This design comes from an exercise in tuning for small area, a short achievable clock period and few clock cycles on the open sky130 flow, not from production work. The RTL was checked by simulation tests, not by an equivalence proof against the original design. Power is estimated from default activity; no workload was simulated.

## design/flow/flow/run.sh

```bash
#!/bin/bash
set -uo pipefail
export SETUP_SLACK_MARGIN=6.0
export BUFFER_PORTS_ARGS="-buffer_cell sky130_fd_sc_hd__buf_2"
export SYNTH_ARGS="-noabc"
bash standard.sh > standard.log 2>&1
```

## design/flow/standard.sh

```bash
#!/bin/bash
# synth_recipe.tcl (not shown) runs the flow's synth.tcl, then flattens the netlist and writes it again
# the make line also repeats each setting of config.mk as NAME=value (left out here)
make -C /OpenROAD-flow-scripts/flow DESIGN_CONFIG=/design/flow/config.mk WORK_HOME=/design/flow/orfs CLKGATE_MAP_FILE= SYNTH_SCRIPT=/design/flow/synth_recipe.tcl "${@:-finish}"
```

## design/flow/config.mk

```make
export PLATFORM = sky130hd
export DESIGN_NAME = ahb_lite_fir_filter
export DESIGN_NICKNAME = ahb_lite_fir_filter
export VERILOG_FILES = /design/flow/design.v
export SDC_FILE = /design/flow/constraint.sdc
export NUM_CORES = 4
export LEC_CHECK = 0
export CAP_MARGIN = 20
export CORE_MARGIN = 2
export CORE_UTILIZATION = 60
export CTS_BUF_LIST = sky130_fd_sc_hd__clkbuf_16
export CTS_CLUSTER_DIAMETER = 80
export CTS_CLUSTER_SIZE = 25
export SLEW_MARGIN = 20
```

## design/flow/constraint.sdc

```tcl
create_clock -name core_clock -period 11.0 [get_ports {clk}]
set_input_delay 2.2000 -clock core_clock [delete_from_list [all_inputs] [get_ports {clk}]]
set_output_delay 2.2000 -clock core_clock [all_outputs]
set_load 0.01 [all_outputs]
```

## design/flow/design.v

```verilog
module fir_mul
(
  input  wire [15:0] a,
  input  wire [8:0]  one,
  input  wire [7:0]  two,
  input  wire [7:0]  neg,
  output wire [15:0] m
);
  wire pp1;
  wire pp2;
  wire pp3;
  wire pp4;
  wire pp5;
  wire pp6;
  wire pp7;
  wire pp8;
  wire pp9;
  wire pp10;
  wire pp11;
  wire pp12;
  wire pp13;
  wire pp14;
  wire pp15;
  wire pp16;
  wire pp17;
  wire pp18;
  wire pp19;
  wire pp20;
  wire pp21;
  wire pp22;
  wire pp23;
  wire pp24;
  wire pp25;
  wire pp26;
  wire pp27;
  wire pp28;
  wire pp29;
  wire pp30;
  wire pp31;
  wire pp32;
  wire pp33;
  wire pp34;
  wire pp35;
  wire pp36;
  wire pp37;
  wire pp38;
  wire pp39;
  wire pp40;
  wire pp41;
  wire pp42;
  wire pp43;
  wire pp44;
  wire pp45;
  wire pp46;
  wire pp47;
  wire pp48;
  wire pp49;
  wire pp50;
  wire pp51;
  wire pp52;
  wire pp53;
  wire pp54;
  wire pp55;
  wire pp56;
  wire pp57;
  wire pp58;
  wire pp59;
  wire pp60;
  wire pp61;
  wire pp62;
  wire pp63;
  wire pp64;
  wire pp65;
  wire pp66;
  wire pp67;
  wire pp68;
  wire pp69;
  wire pp70;
  wire pp71;
  wire pp72;
  wire pp73;
  wire pp74;
  wire pp75;
  wire pp76;
  wire pp77;
  wire pp78;
  wire pp79;
  wire pp80;
  wire pp81;
  wire pp82;
  wire pp83;
  wire pp84;
  wire pp85;
  wire pp86;
  wire pp87;
  wire pp88;
  wire pp89;
  wire pp90;
  wire pp91;
  wire pp92;
  wire pp93;
  wire pp94;
  wire pp95;
  wire pp96;
  wire pp97;
  wire pp98;
  wire pp99;
  wire pp100;
  wire pp101;
  wire pp102;
  wire pp103;
  wire pp104;
  wire pp105;
  wire pp106;
  wire pp107;
  wire pp108;
  wire pp109;
  wire pp110;
  wire pp111;
  wire pp112;
  wire pp113;
  wire pp114;
  wire pp115;
  wire pp116;
  wire pp117;
  wire pp118;
  wire pp119;
  wire pp120;
  wire pp121;
  wire pp122;
  wire pp123;
  wire pp124;
  wire pp125;
  wire pp126;
  wire pp127;
  wire pp128;
  wire pp129;
  wire pp130;
  wire pp131;
  wire pp132;
  wire pp133;
  wire pp134;
  wire pp135;
  wire pp136;
  wire pp137;
  wire pp138;
  wire pp139;
  wire pp140;
  wire pp141;
  wire pp142;
  wire pp143;
  wire pp144;
  wire pp145;
  wire pp146;
  wire pp147;
  wire pp148;
  wire pp149;
  wire pp150;
  wire pp151;
  wire pp152;
  wire s153;
  wire c154;
  wire s155;
  wire c156;
  wire s157;
  wire c158;
  wire s159;
  wire c160;
  wire s161;
  wire c162;
  wire s163;
  wire c164;
  wire s165;
  wire c166;
  wire s167;
  wire c168;
  wire s169;
  wire c170;
  wire s171;
  wire c172;
  wire s173;
  wire c174;
  wire s175;
  wire c176;
  wire s177;
  wire c178;
  wire s179;
  wire c180;
  wire s181;
  wire c182;
  wire s183;
  wire c184;
  wire s185;
  wire c186;
  wire s187;
  wire c188;
  wire s189;
  wire c190;
  wire s191;
  wire c192;
  wire s193;
  wire c194;
  wire s195;
  wire c196;
  wire s197;
  wire c198;
  wire s199;
  wire c200;
  wire s201;
  wire c202;
  wire s203;
  wire c204;
  wire s205;
  wire c206;
  wire s207;
  wire c208;
  wire s209;
  wire c210;
  wire s211;
  wire c212;
  wire s213;
  wire c214;
  wire s215;
  wire c216;
  wire s217;
  wire c218;
  wire s219;
  wire c220;
  wire s221;
  wire c222;
  wire s223;
  wire c224;
  wire s225;
  wire c226;
  wire s227;
  wire c228;
  wire s229;
  wire c230;
  wire s231;
  wire c232;
  wire s233;
  wire c234;
  wire s235;
  wire c236;
  wire s237;
  wire c238;
  wire s239;
  wire c240;
  wire s241;
  wire c242;
  wire s243;
  wire c244;
  wire s245;
  wire c246;
  wire s247;
  wire c248;
  wire s249;
  wire c250;
  wire s251;
  wire c252;
  wire s253;
  wire c254;
  wire s255;
  wire c256;
  wire s257;
  wire c258;
  wire s259;
  wire c260;
  wire s261;
  wire c262;
  wire s263;
  wire c264;
  wire s265;
  wire c266;
  wire s267;
  wire c268;
  wire s269;
  wire c270;
  wire s271;
  wire c272;
  wire s273;
  wire c274;
  wire s275;
  wire c276;
  wire s277;
  wire c278;
  wire s279;
  wire c280;
  wire s281;
  wire c282;
  wire s283;
  wire c284;
  wire s285;
  wire c286;
  wire s287;
  wire c288;
  wire s289;
  wire c290;
  wire s291;
  wire c292;
  wire s293;
  wire c294;
  wire s295;
  wire c296;
  wire s297;
  wire c298;
  wire s299;
  wire c300;
  wire s301;
  wire c302;
  wire s303;
  wire c304;
  wire s305;
  wire c306;
  wire s307;
  wire c308;
  wire s309;
  wire c310;
  wire s311;
  wire c312;
  wire s313;
  wire c314;
  wire s315;
  wire c316;
  wire s317;
  wire c318;
  wire s319;
  wire c320;
  wire s321;
  wire c322;
  wire s323;
  wire c324;
  wire s325;
  wire c326;
  wire s327;
  wire c328;
  wire s329;
  wire c330;
  wire s331;
  wire c332;
  wire s333;
  wire c334;
  wire s335;
  wire c336;
  wire s337;
  wire c338;
  wire s339;
  wire c340;
  wire s341;
  wire c342;
  wire s343;
  wire c344;
  wire s345;
  wire c346;
  wire s347;
  wire c348;
  wire s349;
  wire c350;
  wire s351;
  wire c352;
  wire s353;
  wire c354;
  wire s355;
  wire c356;
  wire s357;
  wire c358;
  wire s359;
  wire c360;
  wire s361;
  wire c362;
  wire s363;
  wire c364;
  wire s365;
  wire c366;
  wire s367;
  wire c368;
  wire s369;
  wire c370;
  wire s371;
  wire c372;
  wire s373;
  wire c374;
  wire s375;
  wire c376;
  wire s377;
  wire c378;
  wire s379;
  wire c380;
  wire s381;
  wire c382;
  wire s383;
  wire c384;
  wire s385;
  wire c386;
  wire s387;
  wire c388;
  wire s389;
  wire c390;
  wire s391;
  wire c392;
  wire s393;
  wire c394;
  wire s395;
  wire c396;
  wire s397;
  wire c398;
  wire s399;
  wire c400;
  wire s401;
  wire c402;
  wire s403;
  wire c404;
  wire s405;
  wire c406;
  wire s407;
  wire c408;
  wire s409;
  wire c410;
  wire s411;
  wire c412;
  wire s413;
  wire c414;
  assign pp1 = ((one[0] & a[0])) ^ neg[0];
  assign pp2 = ((one[0] & a[1]) | (two[0] & a[0])) ^ neg[0];
  assign pp3 = ((one[0] & a[2]) | (two[0] & a[1])) ^ neg[0];
  assign pp4 = ((one[0] & a[3]) | (two[0] & a[2])) ^ neg[0];
  assign pp5 = ((one[0] & a[4]) | (two[0] & a[3])) ^ neg[0];
  assign pp6 = ((one[0] & a[5]) | (two[0] & a[4])) ^ neg[0];
  assign pp7 = ((one[0] & a[6]) | (two[0] & a[5])) ^ neg[0];
  assign pp8 = ((one[0] & a[7]) | (two[0] & a[6])) ^ neg[0];
  assign pp9 = ((one[0] & a[8]) | (two[0] & a[7])) ^ neg[0];
  assign pp10 = ((one[0] & a[9]) | (two[0] & a[8])) ^ neg[0];
  assign pp11 = ((one[0] & a[10]) | (two[0] & a[9])) ^ neg[0];
  assign pp12 = ((one[0] & a[11]) | (two[0] & a[10])) ^ neg[0];
  assign pp13 = ((one[0] & a[12]) | (two[0] & a[11])) ^ neg[0];
  assign pp14 = ((one[0] & a[13]) | (two[0] & a[12])) ^ neg[0];
  assign pp15 = ((one[0] & a[14]) | (two[0] & a[13])) ^ neg[0];
  assign pp16 = ((one[0] & a[15]) | (two[0] & a[14])) ^ neg[0];
  assign pp17 = ((two[0] & a[15])) ^ neg[0];
  assign pp18 = ((one[1] & a[0])) ^ neg[1];
  assign pp19 = ((one[1] & a[1]) | (two[1] & a[0])) ^ neg[1];
  assign pp20 = ((one[1] & a[2]) | (two[1] & a[1])) ^ neg[1];
  assign pp21 = ((one[1] & a[3]) | (two[1] & a[2])) ^ neg[1];
  assign pp22 = ((one[1] & a[4]) | (two[1] & a[3])) ^ neg[1];
  assign pp23 = ((one[1] & a[5]) | (two[1] & a[4])) ^ neg[1];
  assign pp24 = ((one[1] & a[6]) | (two[1] & a[5])) ^ neg[1];
  assign pp25 = ((one[1] & a[7]) | (two[1] & a[6])) ^ neg[1];
  assign pp26 = ((one[1] & a[8]) | (two[1] & a[7])) ^ neg[1];
  assign pp27 = ((one[1] & a[9]) | (two[1] & a[8])) ^ neg[1];
  assign pp28 = ((one[1] & a[10]) | (two[1] & a[9])) ^ neg[1];
  assign pp29 = ((one[1] & a[11]) | (two[1] & a[10])) ^ neg[1];
  assign pp30 = ((one[1] & a[12]) | (two[1] & a[11])) ^ neg[1];
  assign pp31 = ((one[1] & a[13]) | (two[1] & a[12])) ^ neg[1];
  assign pp32 = ((one[1] & a[14]) | (two[1] & a[13])) ^ neg[1];
  assign pp33 = ((one[1] & a[15]) | (two[1] & a[14])) ^ neg[1];
  assign pp34 = ((two[1] & a[15])) ^ neg[1];
  assign pp35 = ((one[2] & a[0])) ^ neg[2];
  assign pp36 = ((one[2] & a[1]) | (two[2] & a[0])) ^ neg[2];
  assign pp37 = ((one[2] & a[2]) | (two[2] & a[1])) ^ neg[2];
  assign pp38 = ((one[2] & a[3]) | (two[2] & a[2])) ^ neg[2];
  assign pp39 = ((one[2] & a[4]) | (two[2] & a[3])) ^ neg[2];
  assign pp40 = ((one[2] & a[5]) | (two[2] & a[4])) ^ neg[2];
  assign pp41 = ((one[2] & a[6]) | (two[2] & a[5])) ^ neg[2];
  assign pp42 = ((one[2] & a[7]) | (two[2] & a[6])) ^ neg[2];
  assign pp43 = ((one[2] & a[8]) | (two[2] & a[7])) ^ neg[2];
  assign pp44 = ((one[2] & a[9]) | (two[2] & a[8])) ^ neg[2];
  assign pp45 = ((one[2] & a[10]) | (two[2] & a[9])) ^ neg[2];
  assign pp46 = ((one[2] & a[11]) | (two[2] & a[10])) ^ neg[2];
  assign pp47 = ((one[2] & a[12]) | (two[2] & a[11])) ^ neg[2];
  assign pp48 = ((one[2] & a[13]) | (two[2] & a[12])) ^ neg[2];
  assign pp49 = ((one[2] & a[14]) | (two[2] & a[13])) ^ neg[2];
  assign pp50 = ((one[2] & a[15]) | (two[2] & a[14])) ^ neg[2];
  assign pp51 = ((two[2] & a[15])) ^ neg[2];
  assign pp52 = ((one[3] & a[0])) ^ neg[3];
  assign pp53 = ((one[3] & a[1]) | (two[3] & a[0])) ^ neg[3];
  assign pp54 = ((one[3] & a[2]) | (two[3] & a[1])) ^ neg[3];
  assign pp55 = ((one[3] & a[3]) | (two[3] & a[2])) ^ neg[3];
  assign pp56 = ((one[3] & a[4]) | (two[3] & a[3])) ^ neg[3];
  assign pp57 = ((one[3] & a[5]) | (two[3] & a[4])) ^ neg[3];
  assign pp58 = ((one[3] & a[6]) | (two[3] & a[5])) ^ neg[3];
  assign pp59 = ((one[3] & a[7]) | (two[3] & a[6])) ^ neg[3];
  assign pp60 = ((one[3] & a[8]) | (two[3] & a[7])) ^ neg[3];
  assign pp61 = ((one[3] & a[9]) | (two[3] & a[8])) ^ neg[3];
  assign pp62 = ((one[3] & a[10]) | (two[3] & a[9])) ^ neg[3];
  assign pp63 = ((one[3] & a[11]) | (two[3] & a[10])) ^ neg[3];
  assign pp64 = ((one[3] & a[12]) | (two[3] & a[11])) ^ neg[3];
  assign pp65 = ((one[3] & a[13]) | (two[3] & a[12])) ^ neg[3];
  assign pp66 = ((one[3] & a[14]) | (two[3] & a[13])) ^ neg[3];
  assign pp67 = ((one[3] & a[15]) | (two[3] & a[14])) ^ neg[3];
  assign pp68 = ((two[3] & a[15])) ^ neg[3];
  assign pp69 = ((one[4] & a[0])) ^ neg[4];
  assign pp70 = ((one[4] & a[1]) | (two[4] & a[0])) ^ neg[4];
  assign pp71 = ((one[4] & a[2]) | (two[4] & a[1])) ^ neg[4];
  assign pp72 = ((one[4] & a[3]) | (two[4] & a[2])) ^ neg[4];
  assign pp73 = ((one[4] & a[4]) | (two[4] & a[3])) ^ neg[4];
  assign pp74 = ((one[4] & a[5]) | (two[4] & a[4])) ^ neg[4];
  assign pp75 = ((one[4] & a[6]) | (two[4] & a[5])) ^ neg[4];
  assign pp76 = ((one[4] & a[7]) | (two[4] & a[6])) ^ neg[4];
  assign pp77 = ((one[4] & a[8]) | (two[4] & a[7])) ^ neg[4];
  assign pp78 = ((one[4] & a[9]) | (two[4] & a[8])) ^ neg[4];
  assign pp79 = ((one[4] & a[10]) | (two[4] & a[9])) ^ neg[4];
  assign pp80 = ((one[4] & a[11]) | (two[4] & a[10])) ^ neg[4];
  assign pp81 = ((one[4] & a[12]) | (two[4] & a[11])) ^ neg[4];
  assign pp82 = ((one[4] & a[13]) | (two[4] & a[12])) ^ neg[4];
  assign pp83 = ((one[4] & a[14]) | (two[4] & a[13])) ^ neg[4];
  assign pp84 = ((one[4] & a[15]) | (two[4] & a[14])) ^ neg[4];
  assign pp85 = ((two[4] & a[15])) ^ neg[4];
  assign pp86 = ((one[5] & a[0])) ^ neg[5];
  assign pp87 = ((one[5] & a[1]) | (two[5] & a[0])) ^ neg[5];
  assign pp88 = ((one[5] & a[2]) | (two[5] & a[1])) ^ neg[5];
  assign pp89 = ((one[5] & a[3]) | (two[5] & a[2])) ^ neg[5];
  assign pp90 = ((one[5] & a[4]) | (two[5] & a[3])) ^ neg[5];
  assign pp91 = ((one[5] & a[5]) | (two[5] & a[4])) ^ neg[5];
  assign pp92 = ((one[5] & a[6]) | (two[5] & a[5])) ^ neg[5];
  assign pp93 = ((one[5] & a[7]) | (two[5] & a[6])) ^ neg[5];
  assign pp94 = ((one[5] & a[8]) | (two[5] & a[7])) ^ neg[5];
  assign pp95 = ((one[5] & a[9]) | (two[5] & a[8])) ^ neg[5];
  assign pp96 = ((one[5] & a[10]) | (two[5] & a[9])) ^ neg[5];
  assign pp97 = ((one[5] & a[11]) | (two[5] & a[10])) ^ neg[5];
  assign pp98 = ((one[5] & a[12]) | (two[5] & a[11])) ^ neg[5];
  assign pp99 = ((one[5] & a[13]) | (two[5] & a[12])) ^ neg[5];
  assign pp100 = ((one[5] & a[14]) | (two[5] & a[13])) ^ neg[5];
  assign pp101 = ((one[5] & a[15]) | (two[5] & a[14])) ^ neg[5];
  assign pp102 = ((two[5] & a[15])) ^ neg[5];
  assign pp103 = ((one[6] & a[0])) ^ neg[6];
  assign pp104 = ((one[6] & a[1]) | (two[6] & a[0])) ^ neg[6];
  assign pp105 = ((one[6] & a[2]) | (two[6] & a[1])) ^ neg[6];
  assign pp106 = ((one[6] & a[3]) | (two[6] & a[2])) ^ neg[6];
  assign pp107 = ((one[6] & a[4]) | (two[6] & a[3])) ^ neg[6];
  assign pp108 = ((one[6] & a[5]) | (two[6] & a[4])) ^ neg[6];
  assign pp109 = ((one[6] & a[6]) | (two[6] & a[5])) ^ neg[6];
  assign pp110 = ((one[6] & a[7]) | (two[6] & a[6])) ^ neg[6];
  assign pp111 = ((one[6] & a[8]) | (two[6] & a[7])) ^ neg[6];
  assign pp112 = ((one[6] & a[9]) | (two[6] & a[8])) ^ neg[6];
  assign pp113 = ((one[6] & a[10]) | (two[6] & a[9])) ^ neg[6];
  assign pp114 = ((one[6] & a[11]) | (two[6] & a[10])) ^ neg[6];
  assign pp115 = ((one[6] & a[12]) | (two[6] & a[11])) ^ neg[6];
  assign pp116 = ((one[6] & a[13]) | (two[6] & a[12])) ^ neg[6];
  assign pp117 = ((one[6] & a[14]) | (two[6] & a[13])) ^ neg[6];
  assign pp118 = ((one[6] & a[15]) | (two[6] & a[14])) ^ neg[6];
  assign pp119 = ((two[6] & a[15])) ^ neg[6];
  assign pp120 = ((one[7] & a[0])) ^ neg[7];
  assign pp121 = ((one[7] & a[1]) | (two[7] & a[0])) ^ neg[7];
  assign pp122 = ((one[7] & a[2]) | (two[7] & a[1])) ^ neg[7];
  assign pp123 = ((one[7] & a[3]) | (two[7] & a[2])) ^ neg[7];
  assign pp124 = ((one[7] & a[4]) | (two[7] & a[3])) ^ neg[7];
  assign pp125 = ((one[7] & a[5]) | (two[7] & a[4])) ^ neg[7];
  assign pp126 = ((one[7] & a[6]) | (two[7] & a[5])) ^ neg[7];
  assign pp127 = ((one[7] & a[7]) | (two[7] & a[6])) ^ neg[7];
  assign pp128 = ((one[7] & a[8]) | (two[7] & a[7])) ^ neg[7];
  assign pp129 = ((one[7] & a[9]) | (two[7] & a[8])) ^ neg[7];
  assign pp130 = ((one[7] & a[10]) | (two[7] & a[9])) ^ neg[7];
  assign pp131 = ((one[7] & a[11]) | (two[7] & a[10])) ^ neg[7];
  assign pp132 = ((one[7] & a[12]) | (two[7] & a[11])) ^ neg[7];
  assign pp133 = ((one[7] & a[13]) | (two[7] & a[12])) ^ neg[7];
  assign pp134 = ((one[7] & a[14]) | (two[7] & a[13])) ^ neg[7];
  assign pp135 = ((one[7] & a[15]) | (two[7] & a[14])) ^ neg[7];
  assign pp136 = ((two[7] & a[15])) ^ neg[7];
  assign pp137 = one[8] & a[0];
  assign pp138 = one[8] & a[1];
  assign pp139 = one[8] & a[2];
  assign pp140 = one[8] & a[3];
  assign pp141 = one[8] & a[4];
  assign pp142 = one[8] & a[5];
  assign pp143 = one[8] & a[6];
  assign pp144 = one[8] & a[7];
  assign pp145 = one[8] & a[8];
  assign pp146 = one[8] & a[9];
  assign pp147 = one[8] & a[10];
  assign pp148 = one[8] & a[11];
  assign pp149 = one[8] & a[12];
  assign pp150 = one[8] & a[13];
  assign pp151 = one[8] & a[14];
  assign pp152 = one[8] & a[15];
  assign s153 = pp11 ^ pp26;
  assign c154 = pp11 & pp26;
  assign s155 = pp12 ^ pp27;
  assign c156 = pp12 & pp27;
  assign s157 = pp13 ^ pp28 ^ pp43;
  assign c158 = (pp13 & pp28) | (pp13 & pp43) | (pp28 & pp43);
  assign s159 = pp58 ^ pp73;
  assign c160 = pp58 & pp73;
  assign s161 = pp14 ^ pp29 ^ pp44;
  assign c162 = (pp14 & pp29) | (pp14 & pp44) | (pp29 & pp44);
  assign s163 = pp59 ^ pp74;
  assign c164 = pp59 & pp74;
  assign s165 = pp15 ^ pp30 ^ pp45;
  assign c166 = (pp15 & pp30) | (pp15 & pp45) | (pp30 & pp45);
  assign s167 = pp60 ^ pp75 ^ pp90;
  assign c168 = (pp60 & pp75) | (pp60 & pp90) | (pp75 & pp90);
  assign s169 = pp105 ^ pp120;
  assign c170 = pp105 & pp120;
  assign s171 = pp16 ^ pp31 ^ pp46;
  assign c172 = (pp16 & pp31) | (pp16 & pp46) | (pp31 & pp46);
  assign s173 = pp61 ^ pp76 ^ pp91;
  assign c174 = (pp61 & pp76) | (pp61 & pp91) | (pp76 & pp91);
  assign s175 = pp106 ^ pp121;
  assign c176 = pp106 & pp121;
  assign s177 = pp17 ^ pp32 ^ pp47;
  assign c178 = (pp17 & pp32) | (pp17 & pp47) | (pp32 & pp47);
  assign s179 = pp62 ^ pp77 ^ pp92;
  assign c180 = (pp62 & pp77) | (pp62 & pp92) | (pp77 & pp92);
  assign s181 = pp107 ^ pp122 ^ pp137;
  assign c182 = (pp107 & pp122) | (pp107 & pp137) | (pp122 & pp137);
  assign s183 = pp33 ^ pp48 ^ pp63;
  assign c184 = (pp33 & pp48) | (pp33 & pp63) | (pp48 & pp63);
  assign s185 = pp78 ^ pp93 ^ pp108;
  assign c186 = (pp78 & pp93) | (pp78 & pp108) | (pp93 & pp108);
  assign s187 = pp123 ^ pp138 ^ neg[0];
  assign c188 = (pp123 & pp138) | (pp123 & neg[0]) | (pp138 & neg[0]);
  assign s189 = pp34 ^ pp49 ^ pp64;
  assign c190 = (pp34 & pp49) | (pp34 & pp64) | (pp49 & pp64);
  assign s191 = pp79 ^ pp94 ^ pp109;
  assign c192 = (pp79 & pp94) | (pp79 & pp109) | (pp94 & pp109);
  assign s193 = pp124 ^ pp139 ^ neg[0];
  assign c194 = (pp124 & pp139) | (pp124 & neg[0]) | (pp139 & neg[0]);
  assign s195 = pp50 ^ pp65 ^ pp80;
  assign c196 = (pp50 & pp65) | (pp50 & pp80) | (pp65 & pp80);
  assign s197 = pp95 ^ pp110 ^ pp125;
  assign c198 = (pp95 & pp110) | (pp95 & pp125) | (pp110 & pp125);
  assign s199 = pp140 ^ ~neg[0] ^ ~neg[1];
  assign c200 = (pp140 & ~neg[0]) | (pp140 & ~neg[1]) | (~neg[0] & ~neg[1]);
  assign s201 = pp51 ^ pp66 ^ pp81;
  assign c202 = (pp51 & pp66) | (pp51 & pp81) | (pp66 & pp81);
  assign s203 = pp96 ^ pp111 ^ pp126;
  assign c204 = (pp96 & pp111) | (pp96 & pp126) | (pp111 & pp126);
  assign s205 = pp141 ^ 1'b1;
  assign c206 = pp141 & 1'b1;
  assign s207 = pp67 ^ pp82 ^ pp97;
  assign c208 = (pp67 & pp82) | (pp67 & pp97) | (pp82 & pp97);
  assign s209 = pp112 ^ pp127 ^ pp142;
  assign c210 = (pp112 & pp127) | (pp112 & pp142) | (pp127 & pp142);
  assign s211 = pp68 ^ pp83 ^ pp98;
  assign c212 = (pp68 & pp83) | (pp68 & pp98) | (pp83 & pp98);
  assign s213 = pp113 ^ pp128;
  assign c214 = pp113 & pp128;
  assign s215 = pp84 ^ pp99 ^ pp114;
  assign c216 = (pp84 & pp99) | (pp84 & pp114) | (pp99 & pp114);
  assign s217 = pp85 ^ pp100;
  assign c218 = pp85 & pp100;
  assign s219 = pp7 ^ pp22;
  assign c220 = pp7 & pp22;
  assign s221 = pp8 ^ pp23;
  assign c222 = pp8 & pp23;
  assign s223 = pp9 ^ pp24 ^ pp39;
  assign c224 = (pp9 & pp24) | (pp9 & pp39) | (pp24 & pp39);
  assign s225 = pp54 ^ pp69;
  assign c226 = pp54 & pp69;
  assign s227 = pp10 ^ pp25 ^ pp40;
  assign c228 = (pp10 & pp25) | (pp10 & pp40) | (pp25 & pp40);
  assign s229 = pp55 ^ pp70;
  assign c230 = pp55 & pp70;
  assign s231 = s153 ^ pp41 ^ pp56;
  assign c232 = (s153 & pp41) | (s153 & pp56) | (pp41 & pp56);
  assign s233 = pp71 ^ pp86 ^ neg[5];
  assign c234 = (pp71 & pp86) | (pp71 & neg[5]) | (pp86 & neg[5]);
  assign s235 = c154 ^ s155 ^ pp42;
  assign c236 = (c154 & s155) | (c154 & pp42) | (s155 & pp42);
  assign s237 = pp57 ^ pp72 ^ pp87;
  assign c238 = (pp57 & pp72) | (pp57 & pp87) | (pp72 & pp87);
  assign s239 = c156 ^ s157 ^ s159;
  assign c240 = (c156 & s157) | (c156 & s159) | (s157 & s159);
  assign s241 = pp88 ^ pp103 ^ neg[6];
  assign c242 = (pp88 & pp103) | (pp88 & neg[6]) | (pp103 & neg[6]);
  assign s243 = c158 ^ c160 ^ s161;
  assign c244 = (c158 & c160) | (c158 & s161) | (c160 & s161);
  assign s245 = s163 ^ pp89 ^ pp104;
  assign c246 = (s163 & pp89) | (s163 & pp104) | (pp89 & pp104);
  assign s247 = c162 ^ c164 ^ s165;
  assign c248 = (c162 & c164) | (c162 & s165) | (c164 & s165);
  assign s249 = s167 ^ s169 ^ neg[7];
  assign c250 = (s167 & s169) | (s167 & neg[7]) | (s169 & neg[7]);
  assign s251 = c166 ^ c168 ^ c170;
  assign c252 = (c166 & c168) | (c166 & c170) | (c168 & c170);
  assign s253 = s171 ^ s173 ^ s175;
  assign c254 = (s171 & s173) | (s171 & s175) | (s173 & s175);
  assign s255 = c172 ^ c174 ^ c176;
  assign c256 = (c172 & c174) | (c172 & c176) | (c174 & c176);
  assign s257 = s177 ^ s179 ^ s181;
  assign c258 = (s177 & s179) | (s177 & s181) | (s179 & s181);
  assign s259 = c178 ^ c180 ^ c182;
  assign c260 = (c178 & c180) | (c178 & c182) | (c180 & c182);
  assign s261 = s183 ^ s185 ^ s187;
  assign c262 = (s183 & s185) | (s183 & s187) | (s185 & s187);
  assign s263 = c184 ^ c186 ^ c188;
  assign c264 = (c184 & c186) | (c184 & c188) | (c186 & c188);
  assign s265 = s189 ^ s191 ^ s193;
  assign c266 = (s189 & s191) | (s189 & s193) | (s191 & s193);
  assign s267 = c190 ^ c192 ^ c194;
  assign c268 = (c190 & c192) | (c190 & c194) | (c192 & c194);
  assign s269 = s195 ^ s197 ^ s199;
  assign c270 = (s195 & s197) | (s195 & s199) | (s197 & s199);
  assign s271 = c196 ^ c198 ^ c200;
  assign c272 = (c196 & c198) | (c196 & c200) | (c198 & c200);
  assign s273 = s201 ^ s203 ^ s205;
  assign c274 = (s201 & s203) | (s201 & s205) | (s203 & s205);
  assign s275 = c202 ^ c204 ^ c206;
  assign c276 = (c202 & c204) | (c202 & c206) | (c204 & c206);
  assign s277 = s207 ^ s209 ^ ~neg[2];
  assign c278 = (s207 & s209) | (s207 & ~neg[2]) | (s209 & ~neg[2]);
  assign s279 = c208 ^ c210 ^ s211;
  assign c280 = (c208 & c210) | (c208 & s211) | (c210 & s211);
  assign s281 = s213 ^ pp143 ^ 1'b1;
  assign c282 = (s213 & pp143) | (s213 & 1'b1) | (pp143 & 1'b1);
  assign s283 = c212 ^ c214 ^ s215;
  assign c284 = (c212 & c214) | (c212 & s215) | (c214 & s215);
  assign s285 = pp129 ^ pp144 ^ ~neg[3];
  assign c286 = (pp129 & pp144) | (pp129 & ~neg[3]) | (pp144 & ~neg[3]);
  assign s287 = c216 ^ s217 ^ pp115;
  assign c288 = (c216 & s217) | (c216 & pp115) | (s217 & pp115);
  assign s289 = pp130 ^ pp145 ^ 1'b1;
  assign c290 = (pp130 & pp145) | (pp130 & 1'b1) | (pp145 & 1'b1);
  assign s291 = c218 ^ pp101 ^ pp116;
  assign c292 = (c218 & pp101) | (c218 & pp116) | (pp101 & pp116);
  assign s293 = pp131 ^ pp146 ^ ~neg[4];
  assign c294 = (pp131 & pp146) | (pp131 & ~neg[4]) | (pp146 & ~neg[4]);
  assign s295 = pp102 ^ pp117 ^ pp132;
  assign c296 = (pp102 & pp117) | (pp102 & pp132) | (pp117 & pp132);
  assign s297 = pp147 ^ 1'b1;
  assign c298 = pp147 & 1'b1;
  assign s299 = pp118 ^ pp133 ^ pp148;
  assign c300 = (pp118 & pp133) | (pp118 & pp148) | (pp133 & pp148);
  assign s301 = pp119 ^ pp134;
  assign c302 = pp119 & pp134;
  assign s303 = pp5 ^ pp20;
  assign c304 = pp5 & pp20;
  assign s305 = pp6 ^ pp21;
  assign c306 = pp6 & pp21;
  assign s307 = s219 ^ pp37 ^ pp52;
  assign c308 = (s219 & pp37) | (s219 & pp52) | (pp37 & pp52);
  assign s309 = c220 ^ s221 ^ pp38;
  assign c310 = (c220 & s221) | (c220 & pp38) | (s221 & pp38);
  assign s311 = c222 ^ s223 ^ s225;
  assign c312 = (c222 & s223) | (c222 & s225) | (s223 & s225);
  assign s313 = c224 ^ c226 ^ s227;
  assign c314 = (c224 & c226) | (c224 & s227) | (c226 & s227);
  assign s315 = c228 ^ c230 ^ s231;
  assign c316 = (c228 & c230) | (c228 & s231) | (c230 & s231);
  assign s317 = c232 ^ c234 ^ s235;
  assign c318 = (c232 & c234) | (c232 & s235) | (c234 & s235);
  assign s319 = c236 ^ c238 ^ s239;
  assign c320 = (c236 & c238) | (c236 & s239) | (c238 & s239);
  assign s321 = c240 ^ c242 ^ s243;
  assign c322 = (c240 & c242) | (c240 & s243) | (c242 & s243);
  assign s323 = c244 ^ c246 ^ s247;
  assign c324 = (c244 & c246) | (c244 & s247) | (c246 & s247);
  assign s325 = c248 ^ c250 ^ s251;
  assign c326 = (c248 & c250) | (c248 & s251) | (c250 & s251);
  assign s327 = c252 ^ c254 ^ s255;
  assign c328 = (c252 & c254) | (c252 & s255) | (c254 & s255);
  assign s329 = c256 ^ c258 ^ s259;
  assign c330 = (c256 & c258) | (c256 & s259) | (c258 & s259);
  assign s331 = c260 ^ c262 ^ s263;
  assign c332 = (c260 & c262) | (c260 & s263) | (c262 & s263);
  assign s333 = c264 ^ c266 ^ s267;
  assign c334 = (c264 & c266) | (c264 & s267) | (c266 & s267);
  assign s335 = c268 ^ c270 ^ s271;
  assign c336 = (c268 & c270) | (c268 & s271) | (c270 & s271);
  assign s337 = c272 ^ c274 ^ s275;
  assign c338 = (c272 & c274) | (c272 & s275) | (c274 & s275);
  assign s339 = c276 ^ c278 ^ s279;
  assign c340 = (c276 & c278) | (c276 & s279) | (c278 & s279);
  assign s341 = c280 ^ c282 ^ s283;
  assign c342 = (c280 & c282) | (c280 & s283) | (c282 & s283);
  assign s343 = c284 ^ c286 ^ s287;
  assign c344 = (c284 & c286) | (c284 & s287) | (c286 & s287);
  assign s345 = c288 ^ c290 ^ s291;
  assign c346 = (c288 & c290) | (c288 & s291) | (c290 & s291);
  assign s347 = c292 ^ c294 ^ s295;
  assign c348 = (c292 & c294) | (c292 & s295) | (c294 & s295);
  assign s349 = c296 ^ c298 ^ s299;
  assign c350 = (c296 & c298) | (c296 & s299) | (c298 & s299);
  assign s351 = c300 ^ s301 ^ pp149;
  assign c352 = (c300 & s301) | (c300 & pp149) | (s301 & pp149);
  assign s353 = c302 ^ pp135 ^ pp150;
  assign c354 = (c302 & pp135) | (c302 & pp150) | (pp135 & pp150);
  assign s355 = pp136 ^ pp151;
  assign c356 = pp136 & pp151;
  assign s357 = pp3 ^ pp18;
  assign c358 = pp3 & pp18;
  assign s359 = pp4 ^ pp19;
  assign c360 = pp4 & pp19;
  assign s361 = s303 ^ pp35 ^ neg[2];
  assign c362 = (s303 & pp35) | (s303 & neg[2]) | (pp35 & neg[2]);
  assign s363 = c304 ^ s305 ^ pp36;
  assign c364 = (c304 & s305) | (c304 & pp36) | (s305 & pp36);
  assign s365 = c306 ^ s307 ^ neg[3];
  assign c366 = (c306 & s307) | (c306 & neg[3]) | (s307 & neg[3]);
  assign s367 = c308 ^ s309 ^ pp53;
  assign c368 = (c308 & s309) | (c308 & pp53) | (s309 & pp53);
  assign s369 = c310 ^ s311 ^ neg[4];
  assign c370 = (c310 & s311) | (c310 & neg[4]) | (s311 & neg[4]);
  assign s371 = c312 ^ s313 ^ s229;
  assign c372 = (c312 & s313) | (c312 & s229) | (s313 & s229);
  assign s373 = c314 ^ s315 ^ s233;
  assign c374 = (c314 & s315) | (c314 & s233) | (s315 & s233);
  assign s375 = c316 ^ s317 ^ s237;
  assign c376 = (c316 & s317) | (c316 & s237) | (s317 & s237);
  assign s377 = c318 ^ s319 ^ s241;
  assign c378 = (c318 & s319) | (c318 & s241) | (s319 & s241);
  assign s379 = c320 ^ s321 ^ s245;
  assign c380 = (c320 & s321) | (c320 & s245) | (s321 & s245);
  assign s381 = c322 ^ s323 ^ s249;
  assign c382 = (c322 & s323) | (c322 & s249) | (s323 & s249);
  assign s383 = c324 ^ s325 ^ s253;
  assign c384 = (c324 & s325) | (c324 & s253) | (s325 & s253);
  assign s385 = c326 ^ s327 ^ s257;
  assign c386 = (c326 & s327) | (c326 & s257) | (s327 & s257);
  assign s387 = c328 ^ s329 ^ s261;
  assign c388 = (c328 & s329) | (c328 & s261) | (s329 & s261);
  assign s389 = c330 ^ s331 ^ s265;
  assign c390 = (c330 & s331) | (c330 & s265) | (s331 & s265);
  assign s391 = c332 ^ s333 ^ s269;
  assign c392 = (c332 & s333) | (c332 & s269) | (s333 & s269);
  assign s393 = c334 ^ s335 ^ s273;
  assign c394 = (c334 & s335) | (c334 & s273) | (s335 & s273);
  assign s395 = c336 ^ s337 ^ s277;
  assign c396 = (c336 & s337) | (c336 & s277) | (s337 & s277);
  assign s397 = c338 ^ s339 ^ s281;
  assign c398 = (c338 & s339) | (c338 & s281) | (s339 & s281);
  assign s399 = c340 ^ s341 ^ s285;
  assign c400 = (c340 & s341) | (c340 & s285) | (s341 & s285);
  assign s401 = c342 ^ s343 ^ s289;
  assign c402 = (c342 & s343) | (c342 & s289) | (s343 & s289);
  assign s403 = c344 ^ s345 ^ s293;
  assign c404 = (c344 & s345) | (c344 & s293) | (s345 & s293);
  assign s405 = c346 ^ s347 ^ s297;
  assign c406 = (c346 & s347) | (c346 & s297) | (s347 & s297);
  assign s407 = c348 ^ s349 ^ ~neg[5];
  assign c408 = (c348 & s349) | (c348 & ~neg[5]) | (s349 & ~neg[5]);
  assign s409 = c350 ^ s351 ^ 1'b1;
  assign c410 = (c350 & s351) | (c350 & 1'b1) | (s351 & 1'b1);
  assign s411 = c352 ^ s353 ^ ~neg[6];
  assign c412 = (c352 & s353) | (c352 & ~neg[6]) | (s353 & ~neg[6]);
  assign s413 = c354 ^ s355 ^ 1'b1;
  assign c414 = (c354 & s355) | (c354 & 1'b1) | (s355 & 1'b1);
  wire [30:0] r0 = {c412, c410, c408, c406, c404, c402, c400, c398, c396, c394, c392, c390, c388, c386, c384, c382, c380, c378, c376, c374, c372, c370, c368, c366, c364, c362, c360, c358, s357, pp2, pp1};
  wire [30:0] r1 = {s413, s411, s409, s407, s405, s403, s401, s399, s397, s395, s393, s391, s389, s387, s385, s383, s381, s379, s377, s375, s373, s371, s369, s367, s365, s363, s361, s359, neg[1], 1'b0, neg[0]};
  wire [30:0] g0 = r0 & r1;
  wire [30:0] p0 = r0 ^ r1;
  wire G1 = g0[1] | (p0[1] & g0[0]);
  wire P1 = p0[1] & p0[0];
  wire G2 = g0[3] | (p0[3] & g0[2]);
  wire P2 = p0[3] & p0[2];
  wire G3 = g0[5] | (p0[5] & g0[4]);
  wire P3 = p0[5] & p0[4];
  wire G4 = g0[7] | (p0[7] & g0[6]);
  wire P4 = p0[7] & p0[6];
  wire G5 = g0[9] | (p0[9] & g0[8]);
  wire P5 = p0[9] & p0[8];
  wire G6 = g0[11] | (p0[11] & g0[10]);
  wire P6 = p0[11] & p0[10];
  wire G7 = g0[13] | (p0[13] & g0[12]);
  wire P7 = p0[13] & p0[12];
  wire G8 = g0[15] | (p0[15] & g0[14]);
  wire P8 = p0[15] & p0[14];
  wire G9 = g0[17] | (p0[17] & g0[16]);
  wire P9 = p0[17] & p0[16];
  wire G10 = g0[19] | (p0[19] & g0[18]);
  wire P10 = p0[19] & p0[18];
  wire G11 = g0[21] | (p0[21] & g0[20]);
  wire P11 = p0[21] & p0[20];
  wire G12 = g0[23] | (p0[23] & g0[22]);
  wire P12 = p0[23] & p0[22];
  wire G13 = g0[25] | (p0[25] & g0[24]);
  wire P13 = p0[25] & p0[24];
  wire G14 = g0[27] | (p0[27] & g0[26]);
  wire P14 = p0[27] & p0[26];
  wire G15 = g0[29] | (p0[29] & g0[28]);
  wire P15 = p0[29] & p0[28];
  wire G16 = g0[2] | (p0[2] & G1);
  wire P16 = p0[2] & P1;
  wire G17 = G2 | (P2 & G1);
  wire P17 = P2 & P1;
  wire G18 = g0[6] | (p0[6] & G3);
  wire P18 = p0[6] & P3;
  wire G19 = G4 | (P4 & G3);
  wire P19 = P4 & P3;
  wire G20 = g0[10] | (p0[10] & G5);
  wire P20 = p0[10] & P5;
  wire G21 = G6 | (P6 & G5);
  wire P21 = P6 & P5;
  wire G22 = g0[14] | (p0[14] & G7);
  wire P22 = p0[14] & P7;
  wire G23 = G8 | (P8 & G7);
  wire P23 = P8 & P7;
  wire G24 = g0[18] | (p0[18] & G9);
  wire P24 = p0[18] & P9;
  wire G25 = G10 | (P10 & G9);
  wire P25 = P10 & P9;
  wire G26 = g0[22] | (p0[22] & G11);
  wire P26 = p0[22] & P11;
  wire G27 = G12 | (P12 & G11);
  wire P27 = P12 & P11;
  wire G28 = g0[26] | (p0[26] & G13);
  wire P28 = p0[26] & P13;
  wire G29 = G14 | (P14 & G13);
  wire P29 = P14 & P13;
  wire G30 = g0[30] | (p0[30] & G15);
  wire P30 = p0[30] & P15;
  wire G31 = g0[4] | (p0[4] & G17);
  wire P31 = p0[4] & P17;
  wire G32 = G3 | (P3 & G17);
  wire P32 = P3 & P17;
  wire G33 = G18 | (P18 & G17);
  wire P33 = P18 & P17;
  wire G34 = G19 | (P19 & G17);
  wire P34 = P19 & P17;
  wire G35 = g0[12] | (p0[12] & G21);
  wire P35 = p0[12] & P21;
  wire G36 = G7 | (P7 & G21);
  wire P36 = P7 & P21;
  wire G37 = G22 | (P22 & G21);
  wire P37 = P22 & P21;
  wire G38 = G23 | (P23 & G21);
  wire P38 = P23 & P21;
  wire G39 = g0[20] | (p0[20] & G25);
  wire P39 = p0[20] & P25;
  wire G40 = G11 | (P11 & G25);
  wire P40 = P11 & P25;
  wire G41 = G26 | (P26 & G25);
  wire P41 = P26 & P25;
  wire G42 = G27 | (P27 & G25);
  wire P42 = P27 & P25;
  wire G43 = g0[28] | (p0[28] & G29);
  wire P43 = p0[28] & P29;
  wire G44 = G15 | (P15 & G29);
  wire P44 = P15 & P29;
  wire G45 = G30 | (P30 & G29);
  wire P45 = P30 & P29;
  wire G46 = g0[8] | (p0[8] & G34);
  wire P46 = p0[8] & P34;
  wire G47 = G5 | (P5 & G34);
  wire P47 = P5 & P34;
  wire G48 = G20 | (P20 & G34);
  wire P48 = P20 & P34;
  wire G49 = G21 | (P21 & G34);
  wire P49 = P21 & P34;
  wire G50 = G35 | (P35 & G34);
  wire P50 = P35 & P34;
  wire G51 = G36 | (P36 & G34);
  wire P51 = P36 & P34;
  wire G52 = G37 | (P37 & G34);
  wire P52 = P37 & P34;
  wire G53 = G38 | (P38 & G34);
  wire P53 = P38 & P34;
  wire G54 = g0[24] | (p0[24] & G42);
  wire P54 = p0[24] & P42;
  wire G55 = G13 | (P13 & G42);
  wire P55 = P13 & P42;
  wire G56 = G28 | (P28 & G42);
  wire P56 = P28 & P42;
  wire G57 = G29 | (P29 & G42);
  wire P57 = P29 & P42;
  wire G58 = G43 | (P43 & G42);
  wire P58 = P43 & P42;
  wire G59 = G44 | (P44 & G42);
  wire P59 = P44 & P42;
  wire G60 = G45 | (P45 & G42);
  wire P60 = P45 & P42;
  wire G61 = g0[16] | (p0[16] & G53);
  wire P61 = p0[16] & P53;
  wire G62 = G9 | (P9 & G53);
  wire P62 = P9 & P53;
  wire G63 = G24 | (P24 & G53);
  wire P63 = P24 & P53;
  wire G64 = G25 | (P25 & G53);
  wire P64 = P25 & P53;
  wire G65 = G39 | (P39 & G53);
  wire P65 = P39 & P53;
  wire G66 = G40 | (P40 & G53);
  wire P66 = P40 & P53;
  wire G67 = G41 | (P41 & G53);
  wire P67 = P41 & P53;
  wire G68 = G42 | (P42 & G53);
  wire P68 = P42 & P53;
  wire G69 = G54 | (P54 & G53);
  wire P69 = P54 & P53;
  wire G70 = G55 | (P55 & G53);
  wire P70 = P55 & P53;
  wire G71 = G56 | (P56 & G53);
  wire P71 = P56 & P53;
  wire G72 = G57 | (P57 & G53);
  wire P72 = P57 & P53;
  wire G73 = G58 | (P58 & G53);
  wire P73 = P58 & P53;
  wire G74 = G59 | (P59 & G53);
  wire P74 = P59 & P53;
  wire G75 = G60 | (P60 & G53);
  wire P75 = P60 & P53;
  assign m[0] = p0[15] ^ G52;
  assign m[1] = p0[16] ^ G53;
  assign m[2] = p0[17] ^ G61;
  assign m[3] = p0[18] ^ G62;
  assign m[4] = p0[19] ^ G63;
  assign m[5] = p0[20] ^ G64;
  assign m[6] = p0[21] ^ G65;
  assign m[7] = p0[22] ^ G66;
  assign m[8] = p0[23] ^ G67;
  assign m[9] = p0[24] ^ G68;
  assign m[10] = p0[25] ^ G69;
  assign m[11] = p0[26] ^ G70;
  assign m[12] = p0[27] ^ G71;
  assign m[13] = p0[28] ^ G72;
  assign m[14] = p0[29] ^ G73;
  assign m[15] = p0[30] ^ G74;
endmodule
module fir_booth
(
  input  wire [15:0] b,
  output wire [8:0]  one,
  output wire [7:0]  two,
  output wire [7:0]  neg
);
  wire [16:0] bx = {b, 1'b0};
  genvar i;
  generate
    for (i = 0; i < 8; i = i + 1) begin : dig
      wire h = bx[2*i+2], m = bx[2*i+1], l = bx[2*i];
      assign one[i] = m ^ l;
      assign two[i] = (h & ~m & ~l) | (~h & m & l);
      assign neg[i] = h & ~(m & l);
    end
  endgenerate
  assign one[8] = b[15];
endmodule
module ahb_lite_fir_filter
(
  input  wire        clk,
  input  wire        n_rst,
  input  wire        hsel,
  input  wire [3:0]  haddr,
  input  wire        hsize,
  input  wire [1:0]  htrans,
  input  wire        hwrite,
  input  wire [15:0] hwdata,
  output reg  [15:0] hrdata,
  output reg         hresp
);
  wire xfer   = hsel & (htrans == 2'd2);
  wire wr_ok  = (haddr >= 4'd4) & (haddr <= 4'd14);
  always_comb hresp = xfer & (hwrite ? ~wr_ok : (haddr == 4'd15));
  reg        wp;           
  reg [3:0]  pa;           
  reg        ps;           
  always_ff @(posedge clk, negedge n_rst)
    if (!n_rst) wp <= 1'b0;
    else        wp <= xfer & hwrite & wr_ok;
  always_ff @(posedge clk) begin
    pa <= haddr;
    ps <= hsize;
  end
  wire wlo = wp & (ps | ~pa[0]);
  wire whi = wp & (ps |  pa[0]);
  reg [15:0] smp;                  
  reg [15:0] f0, f1, f2, f3;       
  reg [15:0] c0, c1, c2, c3;       
  reg [15:0] x1, x2;               
  reg        vc, vx1, vx2;         
  reg [17:0] acc;                  
  reg [15:0] res;                  
  reg        err;
  reg [15:0] mr;                   
  reg [15:0] ma;                   
  reg [8:0]  bone;                 
  reg [7:0]  btwo, bneg;
  reg s_0;                         
  reg u;                           
  reg s_c1;                        
  reg s_c2;                        
  reg s_c3;                        
  reg s_a3;                        
  reg g2;                          
  wire sel_smp = pa[3:1] == 3'd2;
  wire start   = wp & sel_smp;
  wire wr14    = wp & (pa == 4'd14);
  wire load    = wr14 & hwdata[0];
  wire [15:0] smp_n = {whi & sel_smp ? hwdata[15:8] : smp[15:8],
                       wlo & sel_smp ? hwdata[7:0]  : smp[7:0]};
  function automatic gt16(input [15:0] a, input [15:0] b);
    reg [15:0] g, l;
    integer w, i;
    g = a & ~b;
    l = ~a & b;
    for (w = 1; w < 16; w = w * 2)
      for (i = 0; i < 16; i = i + 2 * w) begin
        g[i] = g[i + w] | (~l[i + w] & g[i]);
        l[i] = l[i + w] | (~g[i + w] & l[i]);
      end
    gt16 = g[0];
  endfunction
  reg  [15:0] bn;
  wire [8:0]  bn_one;
  wire [7:0]  bn_two, bn_neg;
  wire [15:0] m;
  always_comb
    bn = ({16{start & vc}} & c0) | ({16{s_0 & vc}} & c1) |
         ({16{s_c1 & vc}} & c2) | ({16{s_c2 & vc}} & c3);
  fir_booth ENC (.b(bn), .one(bn_one), .two(bn_two), .neg(bn_neg));
  always_ff @(posedge clk) begin
    ma <= ({16{start | wr14 | s_0}} & smp_n) | ({16{s_c1 & vx1}} & x1) |
          ({16{s_c2 & vx2}} & x2);
    bone <= bn_one;
    btwo <= bn_two;
    bneg <= bn_neg;
  end
  fir_mul MUL (.a(ma), .one(bone), .two(btwo), .neg(bneg), .m(m));
  wire        mgt  = gt16(mr, acc[15:0]);
  wire        dneg = acc[17] | mgt;
  wire        sub  = g2 | s_c3;
  wire [17:0] opa  = s_c2 ? 18'd0 : acc;
  wire [17:0] opb  = sub ? ~{2'b0, mr} : {2'b0, mr};
  wire        cin  = s_c3 | (g2 & ~dneg);
  wire [17:0] sum  = opa + opb + {17'd0, cin};
  wire err_now = (~acc[17] & acc[16]) | (acc[17] & mgt);
  always_ff @(posedge clk)
    mr <= m;
  always_ff @(posedge clk, negedge n_rst) begin
    if (!n_rst) begin
      smp <= '0;
      f0 <= '0; f1 <= '0; f2 <= '0; f3 <= '0;
      vc <= 1'b0; vx1 <= 1'b0; vx2 <= 1'b0;
      acc <= '0;
      res <= '0;
      err <= 1'b0;
      s_0 <= 1'b0; u <= 1'b0; s_c1 <= 1'b0; s_c2 <= 1'b0; s_c3 <= 1'b0;
      s_a3 <= 1'b0; g2 <= 1'b0;
    end else begin
      smp <= smp_n;
      if (wlo && pa[3:1] == 3'd3) f0[7:0]  <= hwdata[7:0];
      if (whi && pa[3:1] == 3'd3) f0[15:8] <= hwdata[15:8];
      if (wlo && pa[3:1] == 3'd4) f1[7:0]  <= hwdata[7:0];
      if (whi && pa[3:1] == 3'd4) f1[15:8] <= hwdata[15:8];
      if (wlo && pa[3:1] == 3'd5) f2[7:0]  <= hwdata[7:0];
      if (whi && pa[3:1] == 3'd5) f2[15:8] <= hwdata[15:8];
      if (wlo && pa[3:1] == 3'd6) f3[7:0]  <= hwdata[7:0];
      if (whi && pa[3:1] == 3'd6) f3[15:8] <= hwdata[15:8];
      if (start) begin
        vx1 <= 1'b1;
        vx2 <= vx1;
      end
      if (load)
        vc <= 1'b1;
      s_0  <= start | load;
      u    <= start;
      s_c1 <= s_0;
      g2   <= s_0 & u;
      s_c2 <= s_c1;
      s_c3 <= s_c2;
      s_a3 <= s_c3;
      if (load)
        err <= 1'b0;
      else if (g2)
        err <= err_now;
      if (g2)
        res <= sum[15:0] ^ {16{dneg}};
      if (s_c2 | s_c3 | s_a3)
        acc <= sum;
    end
  end
  always_ff @(posedge clk) begin
    if (start) begin
      x1 <= smp;
      x2 <= x1;
    end
    if (load) begin
      c0 <= f0; c1 <= f1; c2 <= f2; c3 <= f3;
    end
  end
  reg [6:0] rlo, rhi;
  wire      rd = xfer & ~hwrite;
  always_ff @(posedge clk) begin
    for (int k = 0; k < 7; k++) begin
      rlo[k] <= rd & (haddr[3:1] == k) & (hsize | ~haddr[0]);
      rhi[k] <= rd & (haddr[3:1] == k) & (hsize |  haddr[0]);
    end
  end
  wire [15:0] g0 = {7'b0, g2 ? err_now : err, 7'b0, s_0};
  wire [15:0] r_hl [0:6];
  assign r_hl[0] = g0;
  assign r_hl[1] = res;
  assign r_hl[2] = smp;
  assign r_hl[3] = f0;
  assign r_hl[4] = f1;
  assign r_hl[5] = f2;
  assign r_hl[6] = f3;
  always_comb begin
    hrdata = 16'd0;
    for (int k = 0; k < 7; k++)
      hrdata = hrdata | ({{8{rhi[k]}}, {8{rlo[k]}}} & r_hl[k]);
  end
endmodule
```

==> out/summary.txt, run 1 <==
core region area: 30400 µm²
Unique masters post-synth: 69
asr flop ratio synth: 0.423
Post-synth top flop: dfrtp_1
r2r worst-path depth: 22
share of the yosys chip area belonging to registers: 0.410
status: complete, no violations
WS Path Type: flop to output pin
Final Hold Fails: 0
first-pass detailed-route iteration total: 8
die footprint: 32100 µm²
flop2flop setup slack: 5.86 ns
Peak Freq: 0.192 GHz
Die Width: 179 µm
Reg clk slew, reported paths: 0.09 ns
num rows: 64
final worst path period need: 5.21 ns
first-pass GRT wire length: 75500 µm
Post-DRT Antenna Nets: 0
area of the mapped netlist: 18400 µm²
#FFs+latches synth: 298
class of the worst hold path: flop to flop
hpwl dp: 34500 µm
Clock Sinks: 298
hold path depth: 0
aggregate global routing overflow: 0
Biggest register: acc
max reg flops: 18
fin nets: 1938
worst-skew pair later-pin latency: 0.55 ns
Max VDD drop: 0.176 mV
Initial Utilization: 0.606
Root Driver: clkbuf_16
CP Cell Sequence: nand2b_4, maj3_2, maj3_2, a211oi_2, o211ai_1, o2111a_2, a2111oi_4, buf_6, o21ai_4, o21ai_1, buf_2
vias in the first global route: 13100
Initial DRC Count: 1450
io pins: 44
Final Skew: 0.0542 ns
DRC violations left: 0
dpl ws: 5.09 ns
total track usage: 0.311
fillcell total: 2286
Syn. warnings: 1
Mapped Avg Cell Area: 10.9 µm²
slowest stage cell, crit path: dfrtp_1
vias per inst: 6.34
routability cong.: 0.892
area occupied by multi-input gates: 10500 µm²
placed cell count: 2014
CTS tree: built
worst setup margin: 5.79 ns
CP endpoint kind: output pin
Worst EP arrival: 3.01 ns
Worst path most repeated cell: maj3_2
Mapped Cells: 1692
Syn Nets: 1904
layout cell share with drive strength beyond 1: 0.209
most frequent cells in the layout: xnor2_1 (160), a22oi_1 (158), nand2_1 (132)
CP delay by family, top: compound AO/OA/AOI/OAI gates
via count: 13500
Post-Route WL: 50000 µm
Finished Layout Cells: 2135
commonest non-fill, non-tap cell in the layout: xnor2_1
Layout area overhead: 12.3%
I/O Buffers: 43
Die Span Y: 179 µm
TritonCTS buffer count: 18
CTS Buffer Depth: 3
initial antenna violation count: 1
RSZ-0062 raised after global routing: yes
Final TNS setup: 0 ns
Final Max Slew Viols: 0
max_cap viols: 0
Crit path largest cell delay: 0.39 ns
static leakage: 8.78 nW
Reg area: 7680 µm²
Hold Buf Count CTS: 0
largest net degree at the start of global routing: 72
final cycle utilization of the critical path: 0.474
Crit path required time: 8.80 ns
WP buf/inv: 2
Crit path depth: 11
power per cell area: 138 nW/µm²
wire per inst: 23.4 µm
CP startpoint kind: flop
Post-synth EDFFs: 96
crit-path max FO: 3
H-tree depth: 1
Setup-failing EPs final: 0
worst slew pin tran: 1.02 ns
Max-Slew Margin vs Limit: 0.315
==> worst reg2reg max path, cell delays in order, from the launching register on <==
cell       delay [ns]
dfrtp_1          0.39
nand2b_4         0.14
maj3_2           0.28
maj3_2           0.33
a211oi_2         0.22
o211ai_1         0.17
o2111a_2         0.19
a2111oi_4        0.24
buf_4            0.20
nor3_4           0.04
a21o_1           0.22
fa_2             0.37
fa_2             0.35
a21o_1           0.19
a21oi_2          0.19
o21a_1           0.17
o21ai_2          0.10
a2111oi_4        0.40
buf_4            0.18
or3_1            0.11
and3_4           0.19
nor2_2           0.03
a221o_1          0.34
==> report_power, final <==
part	internal, mW	leakage [nW]	switching (mW)
Sequential	1.22	3.16	0.0924
Clock	0.320	0.298	0.403
Combinational	0.350	5.32	0.479
==> kinds of logic (layout without fill, tap and decap cells) <==
group	after synthesis	after routing	share of synthesized area
muxes	83	83	0.0494
xor gates and xnor gates	177	177	0.0841
other	0	1	0
DFF	298	298	0.410
and+or+nand+nor	347	347	0.0911
buffers and inverters	226	272	0.0466
adders and majority gates	188	188	0.172
AOI/OAI and AO/OA	373	373	0.147
==> what timing repair did <==
item / CTS / global route
cloned: 0 / 0
pin swaps: 19 / 48
resized for setup: 85 / 95
endpoints found under the setup margin: 32 / 31
buffers inserted: 34 / 54
==> path summary, 6_finish.rpt <==
kind,endpoint,from
max in group asynchronous,acc[5]$_DFFE_PN0P_,n_rst
hold reg to reg,s_c2$_DFF_PN0_,s_c1$_DFF_PN0_
hold / removal,s_c2$_DFF_PN0_,s_c1$_DFF_PN0_
min in group asynchronous,f1[12]$_DFFE_PN0P_,n_rst
setup / recovery,hrdata[8],acc[4]$_DFFE_PN0P_
setup reg to reg,res[14]$_DFFE_PN0P_,acc[4]$_DFFE_PN0P_
==> routing by layer <==
metal | GRT usage | wire length, µm | up-vias
li1 | - | - | 6037
met1 | 0.446 | 21300 | 6823
met2 | 0.506 | 23700 | 560
met3 | 0.0318 | 3130 | 121
met4 | 0.0877 | 1850 | 0
met5 | 0 | 0 | -
==> synth_stat cells (62+ instances only) <==
cell type	number	area [µm²]
inv_1	92	345
dfxtp_1	76	1520
clkbuf_1	127	477
nand2_1	132	495
dfrtp_1	126	3150
fa_1	110	2200
mux2_2	64	721
ha_1	75	938
xnor2_1	165	1450
edfxtp_1	96	2880
a22oi_1	183	1370
nor2_1	62	233
==> final cells by class <==
class                   count  area share
flip-flops and latches    298       0.371
repair buffers            147      0.0535
diodes                      1    0.000121
multi-input cells        1168       0.506
inverters                  93      0.0169
well taps                 396      0.0239
clock inverters            14     0.00695
clock buffers              18      0.0218
==> metrics by stage <==
step	total power, mW	hold slack (ns)	utilization	area [µm²]
6_report	2.86	0.453	0.681	20700
3_3_place_gp	1.99	0.412	0.618	18800
5_1_grt	3.00	0.459	0.681	20700
4_1_cts	2.79	0.448	0.653	19900
3_5_place_dp	2.01	0.427	0.618	18800
2_1_floorplan	1.82	0.352	-	18400
Testbench counts, summed over its fixed seeds: cycles 4,104.
==> inputs of run 2 (changes only) <==
==> design/flow/flow/run.sh (replaced) <==
#!/bin/bash
set -uo pipefail
export SETUP_SLACK_MARGIN=6.0
export BUFFER_PORTS_ARGS="-buffer_cell sky130_fd_sc_hd__buf_2"
bash standard.sh > standard.log 2>&1
--- a/design/flow/config.mk
+++ b/design/flow/config.mk
@@ -11,4 +11,4 @@
 export CTS_BUF_LIST = sky130_fd_sc_hd__clkbuf_16
-export CTS_CLUSTER_DIAMETER = 80
-export CTS_CLUSTER_SIZE = 25
+export CTS_CLUSTER_DIAMETER = 70
+export CTS_CLUSTER_SIZE = 35
 export SLEW_MARGIN = 20
==> run 2 against run 1 <==
First-iteration DRC count down 20%. Non-clock buffer count is 51 lower. Area after synthesis up 0.30%. Sequential share of layout area up 0.77 points. Clock-buffer cell count rose by 1. Final area down 2.4%. Critical path type is now input port to output pin. Largest power group unchanged. Combinational power fell by 64%. Largest cell class unchanged. Via count is 4.9% lower. Sequential power fell by 6%. Clock skew is 0.026 ns lower. Critical endpoint is now hresp.
==> out/summary.txt, run 2 <==
Final Max Slew Viols: 0 (unchanged)
slowest stage cell, crit path: clkbuf_4
io pins: 44 (unchanged)
sw frac: 0.283 (-0.0575)
layout cell share with drive strength beyond 1: 0.176 (-0.0331)
H-tree depth: 1 (unchanged)
max reg flops: 18 (unchanged)
CP startpoint kind: input port
Crit path largest cell delay: 0.15 ns (-0.24 ns)
dpl ws: 5.36 ns (+0.268 ns)
class of the worst hold path: flop to flop
Final Hold Fails: 0 (unchanged)
Met1 Wirelength: 20800 µm (-2.6%)
most frequent cells in the layout: inv_1 (177), a22oi_1 (175), xnor2_1 (157)
Peak Freq: 0.201 GHz (+4.8%)
num rows: 64 (unchanged)
adder-cell share of the synthesized area: 0.165 (-0.00708)
aggregate global routing overflow: 0 (unchanged)
count leader, synth: a22oi_1
Final Skew: 0.0285 ns (-0.0257 ns)
Crit path depth: 5 (-6)
routability cong.: 0.876 (-1.7%)
status: complete, no violations
clock share of power: 0.345 (+0.092)
Post-synth top flop: dfrtp_1
n_diodes: 0 (-1)
r2r worst-path depth: 16 (-27%)
worst setup margin: 6.03 ns (+0.240 ns)
WP buf/inv: 2 (unchanged)
reg2reg end: mr[15]$_DFF_P_
Crit path required time: 8.80 ns (about the same)
Post-Route WL: 46700 µm (-6.5%)
largest net degree at the start of global routing: 68 (-5.6%)
commonest cells in the netlist: a22oi_1 (182), inv_1 (177), xnor2_1 (161)
core region area: 30500 µm² (+0.26%)
asr flop ratio synth: 0.423 (unchanged)
TritonCTS buffer count: 18 (unchanged)
hpwl dp: 32300 µm (-6.2%)
fillcell total: 2427 (+6.2%)
wire per inst: 22.1 µm (-5.5%)
Syn. warnings: 1 (unchanged)
initial antenna violation count: 0 (-1)
CTS Buffer Depth: 3 (unchanged)
WS Path Type: input port to output pin
Syn Nets: 1918 (+0.74%)
Die Width: 180 µm (+0.15%)
Final TNS setup: 0 ns (unchanged)
NetSw: 0.661 mW (-32%)
xor/xnor share of the synthesized area: 0.0909 (+0.00685)
Mapped Cells: 1713 (+1.2%)
I/O Buffers: 43 (unchanged)
Initial DRC Count: 1166 (-20%)
CP Cell Sequence: clkbuf_4, nor2_4, nand2_1, a21oi_2, buf_2
Unique masters post-synth: 75 (+8.7%)
die footprint: 32200 µm² (+0.29%)
worst-skew pair later-pin latency: 0.53 ns (-0.02 ns)
Comb power frac: 0.128 (-0.162)
final worst path period need: 4.97 ns (-0.240 ns)
fin nets: 1911 (-1.4%)
Initial Utilization: 0.606 (about the same)
Simple-Gate Fraction of Synth Area: 0.0827 (-0.00846)
max_cap viols: 0 (unchanged)
met3 routed WL: 2530 µm (-19%)
commonest non-fill, non-tap cell in the layout: inv_1
#FFs+latches synth: 298 (unchanged)
met2 WL: 22000 µm (-6.9%)
crit-path max FO: 7 (+4)
power per cell area: 116 nW/µm² (-16%)
Crit Reg-Reg Startpoint: ma[4]$_DFF_P_
static leakage: 8.53 nW (-2.9%)
Critical Path Sink: hresp
Post-synth EDFFs: 96 (unchanged)
Seq pwr share: 0.528 (+0.070)
mux contribution to synthesized area: 0.0572 (+0.00784)
DRC violations left: 0 (unchanged)
Max VDD drop: 0.147 mV (-17%)
Post-DRT Antenna Nets: 0 (unchanged)
Highest Signal Layer: met4
largest family of logic cells by synthesized area: adder cells
hold_ws: 0.405 ns (-0.0481 ns)
Setup-failing EPs final: 0 (unchanged)
Yosys top cell area share: 0.171 (-0.000509)
Reg clk slew, reported paths: 0.12 ns (+0.03 ns)
Mapped Avg Cell Area: 10.8 µm² (-0.93%)
Layout area overhead: 9.33%
final cycle utilization of the critical path: 0.452 (-0.0218)
vias in the first global route: 12800 (-2.6%)
Root Driver: clkbuf_16
flop2flop setup slack: 6.19 ns (+0.33 ns)
Clock Sinks: 298 (unchanged)
CTS tree: built
via count: 12900 (-4.9%)
Synth area leaders: dfrtp_1 (17%), edfxtp_1 (16%), fa_1 (12%)
worst setup path start: haddr[3]
CP delay by family, top: buffers and inverters
post-synth top area cell: dfrtp_1
Synth Area in Compound Gates: 0.133 (-0.0141)
vias per inst: 6.09 (-4.0%)
area of the mapped netlist: 18500 µm² (+0.30%)
first-pass detailed-route iteration total: 9 (+1)
Die Span Y: 180 µm (+0.15%)
Max-Slew Margin vs Limit: 0.304 (-0.0113)
RSZ-0062 raised after global routing: no
first-pass GRT wire length: 73700 µm (-2.5%)
Internal: 1.68 mW (-11%)
Worst EP arrival: 2.77 ns (-0.24 ns)
Biggest register: acc
CP endpoint kind: output pin
share of the yosys chip area belonging to registers: 0.409 (-0.00122)
total track usage: 0.291 (-0.0203)
Hold Buf Count CTS: 0 (unchanged)
worst slew pin tran: 1.04 ns (+0.0174 ns)
[run 2: changes by cell type after synthesis, sizes merged, moves of 5 or more]
cell / before / now
a21o: 11 / 16
a221o: 22 / 9
buf: 5 / 10
clkbuf: 128 / 113
inv: 92 / 181
mux2: 64 / 78
nand2: 132 / 100
nand3: 36 / 29
nor4: 10 / 2
o21a: 7 / 1
o21ai: 59 / 46
xor2: 12 / 31
[run 2: logic make-up (layout without fill, tap and decap cells)]
family,count (synthesis),count (layout)
flops,298,298
simple gates,306,306
xor+xnor,192,192
mux,96,96
buf+inv,304,309
compound gates,337,337
fa+ha+maj,180,180
[run 2: through the flow]
| stage | power, mW | area [µm²] | cells | utilization |
|---|---|---|---|---|
| floorplan | 1.46 | 18500 | 1713 | - |
| global route | 2.43 | 20200 | 2114 | 0.663 |
| global placement | 1.54 | 18900 | 2043 | 0.619 |
| detailed placement | 1.55 | 18900 | 2043 | 0.619 |
| finish | 2.34 | 20200 | 2114 | 0.663 |
| CTS | 2.34 | 19800 | 2080 | 0.648 |
[run 2: how the worst min path moves through the flow]
stage	slack, ns	to	cells past startpoint	from
finish	0.40	s_c2$_DFF_PN0_	0	s_c1$_DFF_PN0_
global route	0.42	s_c2$_DFF_PN0_	0	s_c1$_DFF_PN0_
CTS	0.41	s_c2$_DFF_PN0_	0	s_c1$_DFF_PN0_
detailed placement	0.40	s_c2$_DFF_PN0_	0	s_c1$_DFF_PN0_
global placement	0.39	s_c2$_DFF_PN0_	0	s_c1$_DFF_PN0_
floorplan	0.36	s_c2$_DFF_PN0_	0	s_c1$_DFF_PN0_
[run 2: worst reg2reg max path, cell delays in order (launching register included)]
cell and delay, ns:
dfxtp_2 0.61, a22oi_1 0.18, xnor2_1 0.22, fa_1 0.46, inv_1 0.08, fa_1 0.45, fa_1 0.49, ha_1 0.31
a21o_1 0.16, a21oi_1 0.13, nor2b_1 0.10, a2111oi_4 0.59, a211oi_4 0.18, o21ai_2 0.22, nand3_2 0.10, and3_1 0.21
a311oi_2 0.24
[run 2: power groups by stage]
stage          Clock [mW]  Sequential [mW]  Combinational (mW)
2_1_floorplan           0             1.24               0.221
3_3_place_gp            0             1.26               0.282
3_5_place_dp            0             1.26               0.285
4_1_cts             0.815             1.23               0.289
5_1_grt             0.857             1.24               0.329
6_report            0.806             1.23               0.298
[run 2: area by class of cell]
cell class	instances	area, µm²	share of cell area
inverter	181	682	0.0337
sequential	298	7660	0.379
timing repair buffer	96	656	0.0324
tap	396	495	0.0245
clock inverter	13	224	0.0111
clock buffer	19	475	0.0235
multi-input combinational	1111	10000	0.496
[run 2: repair_timing]
action / CTS / global route
gates resized for setup: 61 / 50
setup buffers: 5 / 34
setup endpoints to repair: 17 / 14
pin swaps: 4 / 19
[run 2: routing by layer]
metal	vias up	GRT usage
met5	-	0
met1	6483	0.425
met3	99	0.0207
li1	5862	-
met4	0	0.0872
met2	430	0.470

## afterwards: timing with drivers on the ports
How much do the figures lean on ideal ports? The routed layouts below were timed once more, with nothing changed but the port constraints. Step 1: set_driving_cell puts a clkbuf_16 on clk and a buf_2 on each other input, an assumption about the parent block. Step 2 also shifts input and output timing later by t, the mid clock arrival at the registers, as if the neighbouring blocks saw the same clock. a / b / c = ideal ports / drivers / drivers and shift; a / b = the first two.
run	shift t [ns]	setup WS [ns]	worst register clock-pin slew, ns	worst data-port slew with drivers (ns)
run 1	0.580	5.789 / 5.734 / 5.859	0.10 / 0.10	0.09
run 2	0.567	6.029 / 6.007 / 6.007	0.12 / 0.12	0.04
After both steps setup and hold are still met in every run listed. For run 2, which loses most, drivers alone change the setup slack by -0.022 ns; drivers and shift together by -0.022 ns.
